Background: an optimization exercise with open tools, aiming at small area, a short achievable clock period and few clock cycles per item. Do not read the settings as production practice. The RTL was checked by simulation tests, not by an equivalence proof against the original design. Power figures rest on the tool's default switching activity, not on a simulated workload.

==> flow/design.v (outline; a module is shown in full before it is edited, if it fits) <==
// module booth_kod: 19 lines
// module mul_s1: 4087 lines
// module mul_s2: 1000 lines
// module mul_s3: 995 lines
// module booth_xnor: 3 lines
// module booth_sec: 3 lines
// module gp_hucre: 4 lines
// module g_hucre: 3 lines
// module fa_hucre: 4 lines
// module ha_hucre: 4 lines
// module floating_carpma: 163 lines
module floating_carpma #(
	parameter N_BIT 		= 64,
	parameter EXPONENT 		= 11,
	parameter FRACTION      = 52,
	parameter DURUM_UST_BIT = 105,
	parameter BIAS 			= 1023,
	parameter CS1W          = 530,   
	parameter CS2W          = 207
	)
    (
	input 		clk,
	input 		rst,
	input 		start,
	input 		[N_BIT-1:0] carpan,
	input 		[N_BIT-1:0] carpilan,
	output 		[N_BIT-1:0] sonuc,
	output 		ready,
	output 		done
    );
  // ...
==> flow/run.sh <==
#!/bin/bash
# synth_recipe.tcl (not shown) runs the flow's synth.tcl, then flattens the netlist and writes it again
# the make line also repeats each setting of config.mk as NAME=value (left out here)
make -C /OpenROAD-flow-scripts/flow DESIGN_CONFIG=/design/flow/config.mk WORK_HOME=/design/flow/orfs CLKGATE_MAP_FILE= SYNTH_SCRIPT=/design/flow/synth_recipe.tcl finish
==> flow/config.mk <==
export PLATFORM = sky130hd
export DESIGN_NAME = floating_carpma
export DESIGN_NICKNAME = floating_carpma
export VERILOG_FILES = /design/flow/design.v
export SDC_FILE = /design/flow/constraint.sdc
export NUM_CORES = 4
export LEC_CHECK = 0
export CAP_MARGIN = 20
export CORE_MARGIN = 2
export CORE_UTILIZATION = 45
export SETUP_SLACK_MARGIN = 3.0
export SLEW_MARGIN = 20
export SYNTH_HIERARCHICAL = 1
export SYNTH_MINIMUM_KEEP_SIZE = 0
==> flow/constraint.sdc <==
create_clock -name core_clock -period 6.0 [get_ports {clk}]
set_input_delay 1.2000 -clock core_clock [delete_from_list [all_inputs] [get_ports {clk}]]
set_output_delay 1.2000 -clock core_clock [all_outputs]
set_load 0.01 [all_outputs]
==> flow_summary.toml, run 1 <==
[clock_network]
clkTransAtPathRegs_ns = 0.06
hold_buffers = 0
cts_root_buf = "clkbuf_16"
cts_max_level = 3

[worst_setup_path]
cp_common_cell = "fa_1"
crit_type = "flip-flop to flip-flop"
crit_family = "adder cells"
arrival_ns = 3.78
worstReg2RegStart = "fa_r[46]"
slowest_stage = "fa_1"
crit_chain = "buf_4 -> xnor2_1 -> o22ai_1 -> fa_1 -> fa_1 -> fa_1"
r2r_end = "cs1_r[346]"
start_kind = "flip-flop"

[placement]
place_area_mm2 = 0.0896
post-place-ws_ns = 2.35

[final_layout]
num-fill-cells = 18100
largest_reg_flops = 530
seq_share_pct = 23.3
multi_input_cells = 5653
buffers = 537
clock_cell_area_share_pct = 4.39
insertedDiodeCount = 10
design.seq.count = 1110
layout.cells.non_filler = 10400
final_common_cell = "o22ai_1"
fin_util_pct = 48.1

[sta]
worst_pin_slew_ns = 1.08
maxSlewHeadroom_pct = 27.7
skew_ns = 0.0423
setup_violations = 0

[detailed_routing]
drc_errors = 0
route.met2.wl_mm = 144
top_layer = "met5"
met3RoutedLength_mm = 42.4
vias = 65300

[global_routing]
grtUsageMet3_pct = 11.0
overflow = 0
met1_usage_pct = 39.5
grt_usage_pct = 32.4

[power_and_ir_drop]
power_frac_seq_pct = 23.8
p_int_mw = 31.4
power-top-group = "combinational logic"
ir_drop_uv = 465

[worst_hold_path]
holdPathEnd = "us3_r[9]"

[outcome]
status = "finished clean"
Testbench counts, summed over its fixed seeds: cycles 3,232, ops 3,200.
==> inputs of run 2 (changes only) <==
--- a/flow/config.mk
+++ b/flow/config.mk
@@ -7,7 +7,7 @@
 export LEC_CHECK = 0
 export CAP_MARGIN = 20
 export CORE_MARGIN = 2
-export CORE_UTILIZATION = 45
+export CORE_UTILIZATION = 55
 export SETUP_SLACK_MARGIN = 3.0
 export SLEW_MARGIN = 20
 export SYNTH_HIERARCHICAL = 1
==> run 2 against run 1 <==
  * Worst hold slack worse by 0.0011 ns
  * Critical path depth stayed put
  * Die area is 18% lower
  * Register-to-register slack better by 0.04 ns
  * Area after synthesis stayed put
  * Design area is 0.12% higher
  * Clock power is 2.6% higher
  * Critical path type unchanged
  * Largest power group unchanged
  * Highest routed layer unchanged
==> flow_summary.toml, run 2 <==
[clock_network]
clkTransAtPathRegs_ns = 0.06
cts_buffers = 130
cts_root_buf = "clkbuf_16"
cts_max_level = 4
clock_sinks = 1110
clock_latency_ns = 0.81
cts_tree = "built"
clock_path_buffers = 3

[worst_setup_path]
crit_type = "flip-flop to flip-flop"
start_kind = "flip-flop"
worstReg2RegStart = "fa_r[44]"
cp.required_ns = 6.68
crit_start = "fa_r[44]"
arrival_ns = 3.74
cp_max_fo = 9
worst_setup_path_end_kind = "flip-flop"

[detailed_routing]
vias = 67500
viasPerCell = 6.76
route.met2.wl_mm = 140
drc_errors = 0
postRouteAntennaNets = 0
top_layer = "met5"
met3RoutedLength_mm = 53.6
wirelength_mm = 353
m1WireLength_mm = 131
avgRoutedWirePerCell_um = 35.3
drtIter0Drc = 10700
first_pass_iters = 12

[power_and_ir_drop]
p_per_area_mw_per_mm2 = 579
power_switching_mw = 24.9
p_leak_nw = 39.0
total_power_mw = 56.5
power_frac_seq_pct = 24.1
switching_share_pct = 44.1
p_clk_share_pct = 14.5
p_int_mw = 31.5
combPwrFrac_pct = 61.3
ir_drop_uv = 390

[worst_hold_path]
holdCritPathClass = "flip-flop to flip-flop"
hp-start = "us2_r[9]"

[final_layout]
largest_reg_flops = 530
syn2layout_area_growth_pct = 6.31
layout.nets = 9365
layout-drive-gt1-share_pct = 11.9
largest_register = "cs1_r"
num-fill-cells = 13800
reg_top3 = "cs1_r x530, cs2_r x207, sonuc_ x64"
mostFrequentLayoutCells = "o22ai_1 (1458), xnor2_1 (1337), fa_1 (1304)"
layout.cells.non_filler = 9990
final_common_cell = "o22ai_1"

[sta]
rsz0062_at_grt = "yes"
finalCritPeriodShare_pct = 50.9
finalSetupTns_ns = 0
worst_pin_slew_ns = 1.10
skew_ns = 0.0379
fin_ws_ns = 2.95
max_freq_mhz = 327
maxSlewHeadroom_pct = 26.6
setup_violations = 0
slew_violations = 0
period_minus_slack_ns = 3.05
timing.final.hold_violations = 0

[placement]
routabilityCongestion = 1.00
post-place-ws_ns = 2.37
dp_cells = 9471
port-buffer-count = 195
place_hpwl_mm = 233

[floorplanning]
ios = 197
die_area_mm2 = 0.170
fp.dieH_um = 412
std_cell_rows = 149
core_mm2 = 0.165
dieWidth_um = 412
floorplan.initialDensity_pct = 55.5

[global_routing]
grt_max_degree = 59
antenna_found_initial = 19
first_global_vias = 67600
grt_pass1_wl_mm = 488
grt_usage_pct = 40.3
overflow = 0

[synth]
avgSynthCellArea_um2 = 11.5
syn-instance-count = 7979
syn_area_mm2 = 0.0917
yosys_warnings = 7

[job]
maxCapViolations = 0

[outcome]
status = "finished clean"
run 2: changes by cell type in the layout (fill, tap and decap cells not counted), sizes merged:
cell    change
clkinv      +4
bufinv      -1
buf        +50
clkbuf      +4
inv         -2
run 2: per-stage QoR:
stage	hold slack [ns]	instance area, µm²	util [%]
after floorplan	0.310	91900	-
after global placement	0.310	88800	53.8
after detailed placement	0.312	88800	53.8
after CTS	0.323	96000	58.1
after global routing	0.327	97400	59.0
final	0.317	97500	59.0
run 2: layout make-up:
cell class                      count  area [µm²]  share of cell area, %
Clock buffer                      173        3650                   3.75
Sequential cell                  1110       22700                   23.3
Tap cell                         2189        2740                   2.81
Inverter                          209         785                  0.805
Clock inverter                     63         774                  0.795
Timing Repair Buffer              583        6840                   7.02
Multi-Input combinational cell   5653       59900                   61.5
Antenna cell                       10        25.0                 0.0257
run 2: per-layer routing:
metal / vias up / track usage, %
met1: 33500 / 51.5
li1: 26500 / -
met3: 1569 / 18.1
met4: 14 / 23.6
met5: - / 0
met2: 5928 / 56.1
run 2: path summary, 6_finish.rpt:
kind	endpoint	slack (ns)	cells past startpoint
worst max register to register	cs1_r[274]	2.95	6
worst max-delay path	cs1_r[274]	2.95	6
worst min register to register	us3_r[9]	0.32	0
worst min-delay path	us3_r[9]	0.32	0
run 2: critical path: stages, from the launching register on:
cell     delay (ns)
dfxtp_4        0.36
buf_12         0.16
xnor2_1        0.52
o22ai_1        0.27
fa_1           0.61
fa_1           0.50
fa_1           0.49
run 2: what timing repair did:
item,CTS,global route
hold endpoints to repair,0,0
setup endpoints to repair,453,195
hold buffers,0,0
buffers inserted,162,111
gates resized for setup,139,39
run 2: power groups by stage:
stage                     Sequential [mW]  Combinational, mW  Clock, mW
after floorplan                      13.5               35.8          0
after global placement               14.1               32.4          0
after detailed placement             14.2               32.7          0
after CTS                            13.7               33.7       8.30
after global routing                 13.9               37.7       8.61
final                                13.6               34.6       8.19
==> inputs of run 3 (changes only) <==
--- a/flow/config.mk
+++ b/flow/config.mk
@@ -7,7 +7,8 @@
 export LEC_CHECK = 0
 export CAP_MARGIN = 20
 export CORE_MARGIN = 2
-export CORE_UTILIZATION = 55
+export CORE_UTILIZATION = 45
+export CTS_BUF_LIST = sky130_fd_sc_hd__clkbuf_8 sky130_fd_sc_hd__clkbuf_4
 export SETUP_SLACK_MARGIN = 3.0
 export SLEW_MARGIN = 20
 export SYNTH_HIERARCHICAL = 1
==> run 3 against run 2 <==
  * Cell count grew 5.5%
  * Worst hold slack better by 0.0020 ns
  * Design area decreased by 0.16%
  * Non-clock buffer count is 35 lower
  * First-iteration DRC count down 14%
  * Utilization decreased by 11 points
  * Register-to-register slack is essentially flat
  * Die area rose by 22%
  * Largest power group unchanged
  * Still clean
  * Power is 0.77% lower
  * Sequential share of layout area is essentially flat
  * Combinational power hardly changed
==> flow_summary.toml, run 3 <==
[outcome]
status = "finished clean"

[worst_setup_path]
r2r_end = "cs1_r[346]"
cp_max_fo = 21
rrSetupSlack_ns = 2.93
crit_chain = "buf_6 -> xnor2_1 -> o22ai_1 -> fa_1 -> fa_1 -> fa_1"
crit_family = "adder cells"
start_kind = "flip-flop"
endpoint = "cs1_r[346]"
crit_type = "flip-flop to flip-flop"
slowest_stage = "fa_1"
cp_common_cell = "fa_1"
cp.required_ns = 6.85
crit_start = "neg_r[8]"
r2r_cells = 6
arrival_ns = 3.92
cp.depth = 6
worst_setup_path_end_kind = "flip-flop"
max_stage_delay_ns = 0.54
worstReg2RegStart = "neg_r[8]"
worst-path-buf-inv = 1

[clock_network]
clock_latency_ns = 1.04
clock_sinks = 1110
cts_tree = "built"
cts_root_buf = "clkbuf_8"
cts_max_level = 4
cts_buffers = 190
clock_path_buffers = 3
clkTransAtPathRegs_ns = 0.07

[sta]
finalCritPeriodShare_pct = 51.2
max_freq_mhz = 326
timing.final.hold_violations = 0
finalSetupTns_ns = 0
rsz0062_at_grt = "no"
worst_pin_slew_ns = 1.22
setup_violations = 0
slew_violations = 0
period_minus_slack_ns = 3.07
maxSlewHeadroom_pct = 18.1
skew_ns = 0.0729

[global_routing]
overflow = 0
grt_usage_pct = 32.5
first_global_vias = 67800
grt_pass1_wl_mm = 483
antenna_found_initial = 22
grt_max_degree = 59

[final_layout]
largest_register = "cs1_r"
multi_input_area_mm2 = 0.0600
num-fill-cells = 18300
seq_area_mm2 = 0.0227
reg_top3 = "cs1_r x530, cs2_r x207, sonuc_ x64"
syn2layout_area_growth_pct = 6.13
mostFrequentLayoutCells = "o22ai_1 (1455), xnor2_1 (1330), fa_1 (1303)"
layout.cells.non_filler = 10500
layout.nets = 9390
largest_reg_flops = 530
layout-drive-gt1-share_pct = 13.2
final_common_cell = "o22ai_1"

[detailed_routing]
wirelength_mm = 343
viasPerCell = 6.25
vias = 65900
first_pass_iters = 9
postRouteAntennaNets = 0
drc_errors = 0
avgRoutedWirePerCell_um = 32.6
drtIter0Drc = 9283

[placement]
routabilityCongestion = 0.984
place_hpwl_mm = 237
port-buffer-count = 195
dp_cells = 9981

[synth]
syn_area_mm2 = 0.0917
yosys_warnings = 7
avgSynthCellArea_um2 = 11.5
syn-instance-count = 7979

[power_and_ir_drop]
total_power_mw = 56.0
ir_drop_uv = 488
p_per_area_mw_per_mm2 = 576
p_leak_nw = 38.9

[job]
maxCapViolations = 0

[floorplanning]
die_area_mm2 = 0.207
std_cell_rows = 165
ios = 197
core_mm2 = 0.202
dieWidth_um = 455
fp.dieH_um = 455
floorplan.initialDensity_pct = 45.3

[worst_hold_path]
holdCritPathClass = "flip-flop to flip-flop"
-- run 3: how the worst min path moves through the flow --
stage / startpoint / to / slack, ns / depth (start not counted)
floorplan: inf1_r / inf2_r / 0.31 / 0
global placement: us1_r[0] / us2_r[0] / 0.31 / 0
detailed placement: us1_r[6] / us2_r[6] / 0.31 / 0
CTS: us2_r[8] / us3_r[8] / 0.32 / 0
global route: cs1_r[5] / cs2_r[4] / 0.32 / 0
finish: us2_r[8] / us3_r[8] / 0.32 / 0
-- run 3: per-stage QoR --
stage / util (%) / instance area, µm² / hold slack [ns] / worst slack, ns
after CTS: 47.7 / 96500 / 0.320 / 2.99
after detailed placement: 44.3 / 89600 / 0.312 / 2.35
after floorplan: - / 91900 / 0.310 / 3.01
after global placement: 44.3 / 89600 / 0.310 / 0.750
after global routing: 48.1 / 97300 / 0.323 / 3.00
final: 48.1 / 97300 / 0.319 / 2.93
-- run 3: layout make-up --
| cell class | count | share of cell area, % |
|---|---|---|
| Inverter | 209 | 0.806 |
| Timing Repair Buffer | 548 | 6.26 |
| Multi-Input combinational cell | 5653 | 61.7 |
| Tap cell | 2672 | 3.44 |
| Sequential cell | 1110 | 23.3 |
| Clock inverter | 64 | 0.846 |
| Antenna cell | 6 | 0.0154 |
| Clock buffer | 276 | 3.63 |
-- run 3: per-layer routing --
metal	vias up	share of wire, %	global-route usage [%]
met5	-	0.036	0.115
met4	18	9.1	24.0
met3	1430	13	11.3
met2	5143	42	47.7
met1	32700	36	39.4
li1	26600	-	-
-- run 3: power breakdown --
part           switching (mW)  leakage, nW  internal (mW)
Sequential               1.84         9.37           11.6
Combinational            19.7         27.3           15.1
Clock                    3.42         2.27           4.41
Total                    25.0         38.9           31.1
-- run 3: repair_timing --
action                     CTS  global route
hold endpoints to repair     0             0
cloned                       0             1
setup endpoints to repair  506           118
hold buffers                 0             0
resized for setup          221            40
buffers inserted           150            60

separate check: timing with driven ports:
Ports are ideal in the flow. The routed layouts listed here were re-timed in OpenROAD.
Step 1 assumes that a clkbuf_16 drives the clock port and a buf_2 every other input.
Step 2 moves the port delays by t, midway between the first and last clock arrival at a register: inputs arrive t later, outputs are due t later. That takes back most of the time a late clock gives input paths.
a / b / c = no drivers / after step 1 / after step 2; a / b = the first two.
| run | t, ns | slack for setup (ns) | slew at the worst register clock pin (ns) | cell pins on the clock port's net |
|---|---|---|---|---|
| run 1 | 0.922 | 2.903 / 2.903 / 2.383 | 0.08 / 0.08 | 1 |
| run 2 | 0.883 | 2.945 / 2.945 / 2.363 | 0.07 / 0.07 | 1 |
| run 3 | 1.099 | 2.930 / 2.930 / 2.352 | 0.08 / 0.08 | 1 |
After both steps setup and hold are still met in every run listed. For run 2, which loses most, drivers alone change the setup slack by 0.000 ns; drivers and shift together by -0.582 ns.
